From an optimization exercise on the open Yosys and OpenROAD flow, aimed at small area and a short achievable clock period; shortcuts taken in it are not production practice. RTL that was checked went through simulation tests only; none was proved equivalent to the original. The clock port is modelled as an ideal driver, which makes a skipped or thinned clock tree look cheaper than it is; a real chip needs a root buffer or a tree. Power and IR drop assume default switching activity.

// fifo_regs_no_flags
module fifo_regs_no_flags #(
    parameter g_WIDTH = 8,   
    parameter g_DEPTH = 32   
)(
    input wire i_rst_sync,                 
    input wire i_clk,                      
    input wire i_wr_en,                    
    input wire [g_WIDTH-1:0] i_wr_data,    
    output wire o_full,                    
    input wire i_rd_en,                    
    output wire [g_WIDTH-1:0] o_rd_data,   
    output wire o_empty                    
);
For scale: ~600 cells after synthesis, roughly 22 I/O pins, about 0.011 mm² of cells after synthesis.
==> flow/config.mk <==
export PLATFORM = sky130hd
export DESIGN_NAME = fifo_regs_no_flags
export DESIGN_NICKNAME = fifo_regs_no_flags
export VERILOG_FILES = /design/flow/design.v
export SDC_FILE = /design/flow/constraint.sdc
export NUM_CORES = 4
export LEC_CHECK = 0
export ABC_CLOCK_PERIOD_IN_PS = 1800
export CAP_MARGIN = 20
export CORE_MARGIN = 2
export CORE_UTILIZATION = 40
export CTS_BUF_LIST = sky130_fd_sc_hd__clkbuf_8 sky130_fd_sc_hd__clkbuf_16
export CTS_CLUSTER_DIAMETER = 100
export CTS_CLUSTER_SIZE = 24
export SETUP_SLACK_MARGIN = 1.8
export SLEW_MARGIN = 20
==> flow/constraint.sdc <==
create_clock -name core_clock -period 3.6 [get_ports {i_clk}]
set_input_delay 0.7200 -clock core_clock [delete_from_list [all_inputs] [get_ports {i_clk}]]
set_output_delay 0.7200 -clock core_clock [all_outputs]
set_load 0.01 [all_outputs]
standard.sh (not shown) runs the stock make flow with config.mk's settings and CLKGATE_MAP_FILE= SYNTH_SCRIPT=/design/flow/synth_recipe.tcl, a recipe that flattens the netlist after the stock synthesis.
==> flow/flow/run.sh <==
#!/bin/bash
# The standard layout (standard.sh: standard synthesis, ORFS floorplan to
# finish), with one change: the buffers that buffer_ports puts on every input
# and output port are buf_4 cells, not the slow clock-delay buffer that
# buffer_ports picks by default. The full output of every tool is in
# orfs/logs/; the output of the whole run is also in run.log here.
set -euo pipefail
export BUFFER_PORTS_ARGS="-buffer_cell sky130_fd_sc_hd__buf_4"
bash standard.sh finish > run.log 2>&1
Next try:
==> flow/flow/run.sh (replaced) <==
#!/bin/bash
set -euo pipefail
export BUFFER_PORTS_ARGS="-buffer_cell sky130_fd_sc_hd__buf_4"
export CTS_ARGS="-sink_clustering_enable -repair_clock_nets -sink_clustering_size 20 -sink_clustering_max_diameter 60 -buf_list sky130_fd_sc_hd__clkbuf_16 -root_buf sky130_fd_sc_hd__clkbuf_16 -dont_use_dummy_load"
bash standard.sh finish > run.log 2>&1
Result: Power increases by a few percent; worst setup slack hardly moves; area after synthesis is unchanged; routed wire length rose slightly; worst hold slack got worse by 22 ps; clock-buffer cell count climbs by 6; sequential cell count does not change; final cell count decreases slightly; core utilization rose by 0.36 points; fmax is about the same; design area increases slightly.
No run of this note included a check of the RTL's function; only the layout flow was run.

The RTL this note starts from:
==> flow/design.v <==
module fifo_regs_no_flags #(
    parameter g_WIDTH = 8,   
    parameter g_DEPTH = 32   
)(
    input wire i_rst_sync,                 
    input wire i_clk,                      
    input wire i_wr_en,                    
    input wire [g_WIDTH-1:0] i_wr_data,    
    output wire o_full,                    
    input wire i_rd_en,                    
    output wire [g_WIDTH-1:0] o_rd_data,   
    output wire o_empty                    
);
    localparam NLO = 8;
    localparam NHI = g_DEPTH / NLO;
    reg [g_WIDTH-1:0] r_SR [0:g_DEPTH-2];
    reg [g_WIDTH-1:0] r_WD;
    reg r_WQ;
    reg [g_WIDTH-1:0] r_HEAD;
    reg [NLO-1:0] r_LO;
    reg [NHI-1:0] r_HI;
    reg r_EMPTY;     
    reg r_FULL;      
    reg r_LE1;       
    wire w_WR = i_wr_en && !r_FULL;
    wire w_RD = i_rd_en && !r_EMPTY;
    wire w_UP = w_WR && !w_RD;
    wire w_DN = w_RD && !w_WR;
    wire w_Q0  = r_LO[0] && r_HI[0];
    wire w_Q1  = r_LO[1] && r_HI[0];
    wire w_Q29 = r_LO[NLO-3] && r_HI[NHI-1];
    wire w_Q30 = r_LO[NLO-2] && r_HI[NHI-1];
    wire w_Q31 = r_LO[NLO-1] && r_HI[NHI-1];
    wire w_N1  = r_WQ ? w_Q31 : w_Q0;     
    wire w_N2  = r_WQ ? w_Q0  : w_Q1;     
    wire w_NF1 = r_WQ ? w_Q29 : w_Q30;    
    reg [g_WIDTH-1:0] w_NEXT;
    reg [g_WIDTH-1:0] w_GRP;
    integer g, l;
    always @(*) begin
        w_NEXT = {g_WIDTH{1'b0}};
        for (g = 0; g < NHI; g = g + 1) begin
            w_GRP = {g_WIDTH{1'b0}};
            for (l = 0; l < NLO; l = l + 1)
                w_GRP = w_GRP | ({g_WIDTH{r_LO[l]}} &
                                 ((NLO*g + l == 0) ? r_WD : r_SR[NLO*g + l - 1]));
            w_NEXT = w_NEXT | ({g_WIDTH{r_HI[g]}} & w_GRP);
        end
    end
    integer i;
    always @(posedge i_clk) begin
        r_WD <= i_wr_data;
        if (r_WQ) begin
            r_SR[0] <= r_WD;
            for (i = 1; i < g_DEPTH-1; i = i + 1)
                r_SR[i] <= r_SR[i-1];
        end
        if (r_EMPTY || i_rd_en)
            r_HEAD <= r_LE1 ? i_wr_data : w_NEXT;
    end
    wire [NLO-1:0] w_LO_L = {r_LO[NLO-2:0], r_LO[NLO-1]};    
    wire [NLO-1:0] w_LO_R = {r_LO[0], r_LO[NLO-1:1]};        
    wire [NHI-1:0] w_HI_L = r_LO[NLO-1] ? {r_HI[NHI-2:0], r_HI[NHI-1]} : r_HI;
    wire [NHI-1:0] w_HI_R = r_LO[0]     ? {r_HI[0], r_HI[NHI-1:1]}     : r_HI;
    wire [NLO-1:0] w_LO_RD = r_WQ ? r_LO   : w_LO_R;
    wire [NLO-1:0] w_LO_NR = r_WQ ? w_LO_L : r_LO;
    wire [NHI-1:0] w_HI_RD = r_WQ ? r_HI   : w_HI_R;
    wire [NHI-1:0] w_HI_NR = r_WQ ? w_HI_L : r_HI;
    always @(posedge i_clk) begin
        if (i_rst_sync) begin
            r_WQ    <= 1'b0;
            r_LO    <= {1'b1, {(NLO-1){1'b0}}};
            r_HI    <= {1'b1, {(NHI-1){1'b0}}};
            r_EMPTY <= 1'b1;
            r_FULL  <= 1'b0;
            r_LE1   <= 1'b1;
        end else begin
            r_WQ   <= w_WR;
            r_LO   <= w_RD ? w_LO_RD : w_LO_NR;
            r_HI   <= w_RD ? w_HI_RD : w_HI_NR;
            if (w_UP) begin
                r_EMPTY <= 1'b0;
                r_FULL  <= w_NF1;
                r_LE1   <= r_EMPTY;
            end else if (w_DN) begin
                r_EMPTY <= w_N1;
                r_FULL  <= 1'b0;
                r_LE1   <= w_N1 || w_N2;
            end
        end
    end
    assign o_rd_data = r_HEAD;
    assign o_full    = r_FULL;
    assign o_empty   = r_EMPTY;
endmodule
==> flow/config.mk <==
export PLATFORM = sky130hd
export DESIGN_NAME = fifo_regs_no_flags
export DESIGN_NICKNAME = fifo_regs_no_flags
export VERILOG_FILES = /design/flow/design.v
export SDC_FILE = /design/flow/constraint.sdc
export NUM_CORES = 4
export LEC_CHECK = 0
export ABC_CLOCK_PERIOD_IN_PS = 1800
export CAP_MARGIN = 20
export CORE_MARGIN = 2
export CORE_UTILIZATION = 40
export CTS_BUF_LIST = sky130_fd_sc_hd__clkbuf_8 sky130_fd_sc_hd__clkbuf_16
export CTS_CLUSTER_DIAMETER = 100
export CTS_CLUSTER_SIZE = 24
export SETUP_SLACK_MARGIN = 2.2
export SLEW_MARGIN = 20
==> flow/constraint.sdc <==
create_clock -name core_clock -period 3.6 [get_ports {i_clk}]
set_input_delay 0.7200 -clock core_clock [delete_from_list [all_inputs] [get_ports {i_clk}]]
set_output_delay 0.7200 -clock core_clock [all_outputs]
set_load 0.01 [all_outputs]
==> flow/flow/run.sh <==
#!/bin/bash
# The standard layout (standard.sh) with two changes:
#  - buffer_ports puts buf_2 cells on the ports, not the slow clock-delay
#    buffer it picks by default;
#  - after clock tree synthesis, clock_roots.tcl replaces the buffers above
#    the leaf clock buffers by four buffers driven by the clock port.
# Every tool's full output is in orfs/logs/; the whole run is also in run.log.
set -euo pipefail
export BUFFER_PORTS_ARGS="-buffer_cell sky130_fd_sc_hd__buf_2"
export CTS_ARGS="-sink_clustering_enable -repair_clock_nets -sink_clustering_size 24 -sink_clustering_max_diameter 100 -buf_list {sky130_fd_sc_hd__clkbuf_8 sky130_fd_sc_hd__clkbuf_16} -dont_use_dummy_load"
export POST_CTS_TCL="$PWD/flow/clock_roots.tcl"
bash standard.sh finish > run.log 2>&1
Other scripts of this flow, unchanged in this note and not shown: flow/flow/clock_roots.tcl
Rerun with:
CORE_UTILIZATION = 55   (was 40)
SETUP_SLACK_MARGIN = 2.0   (was 2.2)
=>
- worst setup slack got worse by 22 ps
- wire length went down by 7.1%
- sequential power hardly moves
- global-route usage went up by 4.6 points
- design area went down by 6.1%
- clock power barely changes
- utilization went up by 14 points
- first-iteration DRC count went down by 7.7%
- hold slack got worse by 7.6 ps
Rerun with:
ABC_AREA = 1   (was default)
CORE_UTILIZATION = 40   (was 55)
Outcome:
- final cell count came out higher by well over a third
- worst setup slack is worse by 11 ps
- global-route usage decreases by 6.4 points
- routed wire length grows by a few percent
- hold slack stays flat
- area after synthesis rose by a little under a tenth
- core utilization drops by 17 points
- first-iteration DRC count fell by roughly a tenth
- clock power stays flat
Rerun with:
ABC_AREA = default   (was 1)
After rerunning:
- sequential cell count stays the same
- design area drops by 5.4%
- cell count drops by 28%
- clock power barely changes
- power drops by 5.9%

== run 1 ==
// fifo_regs_no_flags: RTL as listed in full above, without the edits since
clock: 3.6 ns
lec_check: 0
abc_clock_period_in_ps: 1800
cap_margin: 20
core_margin: 2
core_utilization: 40
cts_buf_list: sky130_fd_sc_hd__clkbuf_8 sky130_fd_sc_hd__clkbuf_16
cts_cluster_diameter: 100
cts_cluster_size: 24
setup_slack_margin: 2.0
slew_margin: 20
==> flow/flow/run.sh <==
#!/bin/bash
# The standard layout (standard.sh) with two changes:
#  - buffer_ports puts buf_2 cells on the ports, not the slow clock-delay
#    buffer it picks by default;
#  - after clock tree synthesis, clock_roots.tcl replaces the buffers above
#    the leaf clock buffers by four buffers driven by the clock port.
# Every tool's full output is in orfs/logs/; the whole run is also in run.log.
set -euo pipefail
export BUFFER_PORTS_ARGS="-buffer_cell sky130_fd_sc_hd__buf_2"
export CTS_ARGS="-sink_clustering_enable -repair_clock_nets -sink_clustering_size 16 -sink_clustering_max_diameter 60 -buf_list {sky130_fd_sc_hd__clkbuf_8 sky130_fd_sc_hd__clkbuf_16} -dont_use_dummy_load"
export POST_CTS_TCL="$PWD/flow/clock_roots.tcl"
bash standard.sh finish > run.log 2>&1
==> flow/flow/clock_roots.tcl <==
# Run after clock tree synthesis (POST_CTS_TCL).
# TritonCTS leaves a tree: clock port -> root buffer -> middle buffers ->
# leaf buffers -> registers. This keeps the leaf buffers and their registers
# as they are and replaces the buffers above them with NROOT clkbuf_16
# buffers driven by the clock port, each driving the leaf buffers of one
# sector of the die around the leaves' centre. Every register's clock then
# passes through two buffers.
set nroot 4
set bufcell sky130_fd_sc_hd__clkbuf_16
set block [ord::get_db_block]
set port_net [[$block findBTerm i_clk] getNet]
proc is_clkbuf {inst} { string match "sky130_fd_sc_hd__clkbuf_*" [[$inst getMaster] getName] }
proc loads_of {net} {
  set r {}
  foreach it [$net getITerms] { if {![$it isOutputSignal]} { lappend r $it } }
  return $r
}
# walk the buffer tree from the port
set upper {}
set leaves {}
set frontier [list $port_net]
while {[llength $frontier]} {
  set next {}
  foreach net $frontier {
    foreach it [loads_of $net] {
      set inst [$it getInst]
      if {![is_clkbuf $inst]} { continue }
      set out [[$inst findITerm X] getNet]
      set bufs_only 1
      foreach l [loads_of $out] { if {![is_clkbuf [$l getInst]]} { set bufs_only 0 } }
      if {$bufs_only} { lappend upper $inst; lappend next $out } else { lappend leaves $inst }
    }
  }
  set frontier $next
}
puts "clock_roots: [llength $upper] upper buffers, [llength $leaves] leaf buffers"
if {[llength $leaves] < $nroot} { return }
# remove the upper buffers and their nets
foreach inst $upper {
  set out [[$inst findITerm X] getNet]
  foreach it [$inst getITerms] { $it disconnect }
  odb::dbInst_destroy $inst
  if {[llength [$out getITerms]] == 0} { odb::dbNet_destroy $out }
}
# sectors around the leaves' centre
set sx 0.0; set sy 0.0
foreach inst $leaves { lassign [$inst getLocation] x y; set sx [expr {$sx + $x}]; set sy [expr {$sy + $y}] }
set n [llength $leaves]
set cx [expr {$sx / $n}]; set cy [expr {$sy / $n}]
set keyed {}
foreach inst $leaves {
  lassign [$inst getLocation] x y
  lappend keyed [list [expr {atan2($y - $cy, $x - $cx)}] $inst]
}
set keyed [lsort -real -index 0 $keyed]
set master [[ord::get_db] findMaster $bufcell]
for {set g 0} {$g < $nroot} {incr g} {
  set lo [expr {($g * $n) / $nroot}]
  set hi [expr {(($g + 1) * $n) / $nroot}]
  set group [lrange $keyed $lo [expr {$hi - 1}]]
  set gx 0.0; set gy 0.0
  foreach e $group { lassign [[lindex $e 1] getLocation] x y; set gx [expr {$gx + $x}]; set gy [expr {$gy + $y}] }
  set k [llength $group]
  set inst [odb::dbInst_create $block $master "clkbuf_root_${g}_i_clk"]
  set net [odb::dbNet_create $block "clknet_root_${g}_i_clk"]
  $net setSigType CLOCK
  $inst setLocation [expr {int($gx / $k)}] [expr {int($gy / $k)}]
  $inst setPlacementStatus PLACED
  [$inst findITerm A] connect $port_net
  [$inst findITerm X] connect $net
  foreach e $group { [[lindex $e 1] findITerm A] disconnect; [[lindex $e 1] findITerm A] connect $net }
}
global_connect
detailed_placement
check_placement -verbose
estimate_parasitics -placement
report_clock_latency
Input changes introduced in run 2 (baseline for comparison: run 1):
==> flow/flow/run.sh <==
#!/bin/bash
# The standard layout (standard.sh) with two changes:
#  - buffer_ports puts buf_4 cells on the ports, not the slow clock-delay
#    buffer it picks by default;
#  - after clock tree synthesis, clock_roots.tcl replaces the buffers above
#    the leaf clock buffers by four buffers driven by the clock port.
# Every tool's full output is in orfs/logs/; the whole run is also in run.log.
set -euo pipefail
export BUFFER_PORTS_ARGS="-buffer_cell sky130_fd_sc_hd__buf_4"
export CTS_ARGS="-sink_clustering_enable -repair_clock_nets -sink_clustering_size 24 -sink_clustering_max_diameter 100 -buf_list {sky130_fd_sc_hd__clkbuf_8 sky130_fd_sc_hd__clkbuf_16} -dont_use_dummy_load"
export POST_CTS_TCL="$PWD/flow/clock_roots.tcl"
bash standard.sh finish > run.log 2>&1
--- a/flow/flow/clock_roots.tcl
+++ b/flow/flow/clock_roots.tcl
@@ -8,3 +8,2 @@
 set nroot 4
-set bufcell sky130_fd_sc_hd__clkbuf_16
 set block [ord::get_db_block]
@@ -55,3 +54,3 @@
 set keyed [lsort -real -index 0 $keyed]
-set master [[ord::get_db] findMaster $bufcell]
+set master [[ord::get_db] findMaster sky130_fd_sc_hd__clkbuf_16]
 for {set g 0} {$g < $nroot} {incr g} {
==> comparison <==
Looking at post-route non-filler standard cell count, run 2 sits 1.4% below run 1. Run 2 does better than run 1 on total design power. For global-route usage over all layers, run 2 and run 1 come out practically identical. Clock share of power delta for run 2 relative to run 1: 4.7 points lower.
The inputs of run 3 differ from those of run 2 as listed below.
- a change of SETUP_SLACK_MARGIN from 2.0 to 1.8
--- a/flow/flow/run.sh
+++ b/flow/flow/run.sh
@@ -2,3 +2,3 @@
 # The standard layout (standard.sh) with two changes:
-#  - buffer_ports puts buf_4 cells on the ports, not the slow clock-delay
+#  - buffer_ports puts buf_2 cells on the ports, not the slow clock-delay
 #    buffer it picks by default;
@@ -8,3 +8,3 @@
 set -euo pipefail
-export BUFFER_PORTS_ARGS="-buffer_cell sky130_fd_sc_hd__buf_4"
+export BUFFER_PORTS_ARGS="-buffer_cell sky130_fd_sc_hd__buf_2"
 export CTS_ARGS="-sink_clustering_enable -repair_clock_nets -sink_clustering_size 24 -sink_clustering_max_diameter 100 -buf_list {sky130_fd_sc_hd__clkbuf_8 sky130_fd_sc_hd__clkbuf_16} -dont_use_dummy_load"
--- a/flow/flow/clock_roots.tcl
+++ b/flow/flow/clock_roots.tcl
@@ -3,3 +3,3 @@
 # leaf buffers -> registers. This keeps the leaf buffers and their registers
-# as they are and replaces the buffers above them with NROOT clkbuf_16
+# as they are and replaces the buffers above them with NROOT clkbuf_8
 # buffers driven by the clock port, each driving the leaf buffers of one
@@ -8,2 +8,3 @@
 set nroot 4
+set bufcell sky130_fd_sc_hd__clkbuf_8
 set block [ord::get_db_block]
@@ -54,3 +55,3 @@
 set keyed [lsort -real -index 0 $keyed]
-set master [[ord::get_db] findMaster sky130_fd_sc_hd__clkbuf_16]
+set master [[ord::get_db] findMaster $bufcell]
 for {set g 0} {$g < $nroot} {incr g} {
### Flow results
Measured against each other, run 2 and run 3 differ in met1 layer wirelength in the final routing, the higher figure coming from run 2. Hold slack on run 3 is ahead of run 2. Compared to run 2, run 3 reaches a lower achievable clock. Taking run 2 as the reference point, the total power density per cell area of run 3 rises by about 0.6%. Comparing run 2 and run 3, overall fraction of global-route tracks in use is lower on run 3. The via count reported for run 3 is lower than the one for run 2. Relative to run 2, the area added between synthesis and finish of run 3 is lower by 3.8 points. Compared to run 2, the router laid down less metal wire for run 3. Compared with run 2, run 3 shows a lower power dissipated by switching net loads. flip-flop to flip-flop as the critical setup path kind was reported by run 3, and flip-flop to primary output by run 2. From run 2 to run 3 the numbers moved as follows: via count of the first global-routing pass moved down, first-pass GRT wire length now smaller.
What run 4 does differently from run 3 at the input level:
- SETUP_SLACK_MARGIN changed from 1.8 to 2.0
- ABC_CLOCK_PERIOD_IN_PS changed from 1800 to 2500
Results
Diff run 3 -> run 4: internal power summed over all cells picked up an extra 0.000024 W, post-route clock period utilization went down.
Run 4: net switching power figure is about 1.3% higher than what run 3 reported.

## afterwards: timing with drivers on the ports
No port has a modelled driver above. Below, the same layouts with a new extraction and two added sets of constraints. Step 1: set_driving_cell puts a clkbuf_16 on i_clk and a buf_2 on each other input, an assumption about the parent block. Step 2 moves the port delays by t, midway between the first and last clock arrival at a register: inputs arrive t later, outputs are due t later. That takes back most of the time a late clock gives input paths. Slacks: ideal ports / drivers / drivers and shift; pairs: ideal ports / drivers.
run | t (ns) | slack for setup (ns) | clock arrival spread, ns | pins driven straight from the clock port
the first run of note 1 | 0.522 | 1.858 / 1.817 / 1.417 | 0.011 / 0.011 | 1
the second run of note 1 | 0.540 | 1.856 / 1.814 / 1.412 | 0.044 / 0.044 | 1
the first run of note 2 | 0.396 | 1.980 / 1.896 / 1.827 | 0.026 / 0.026 | 4
the second run of note 2 | 0.397 | 1.958 / 1.875 / 1.763 | 0.033 / 0.034 | 4
the third run of note 2 | 0.398 | 1.947 / 1.863 / 1.820 | 0.029 / 0.029 | 4
the fourth run of note 2 | 0.393 | 1.975 / 1.892 / 1.806 | 0.027 / 0.027 | 4
run 1 | 0.397 | 1.989 / 1.893 / 1.721 | 0.024 / 0.024 | 4
run 2 | 0.395 | 1.950 / 1.850 / 1.831 | 0.028 / 0.028 | 4
run 3 | 0.393 | 1.860 / 1.860 / 1.760 | 0.027 / 0.027 | 4
run 4 | 0.393 | 1.975 / 1.892 / 1.806 | 0.027 / 0.027 | 4
After both steps every run listed still meets setup and hold. The setup slack of the second run of note 1, which loses most, moves by -0.042 ns with the drivers and by -0.444 ns with both steps.
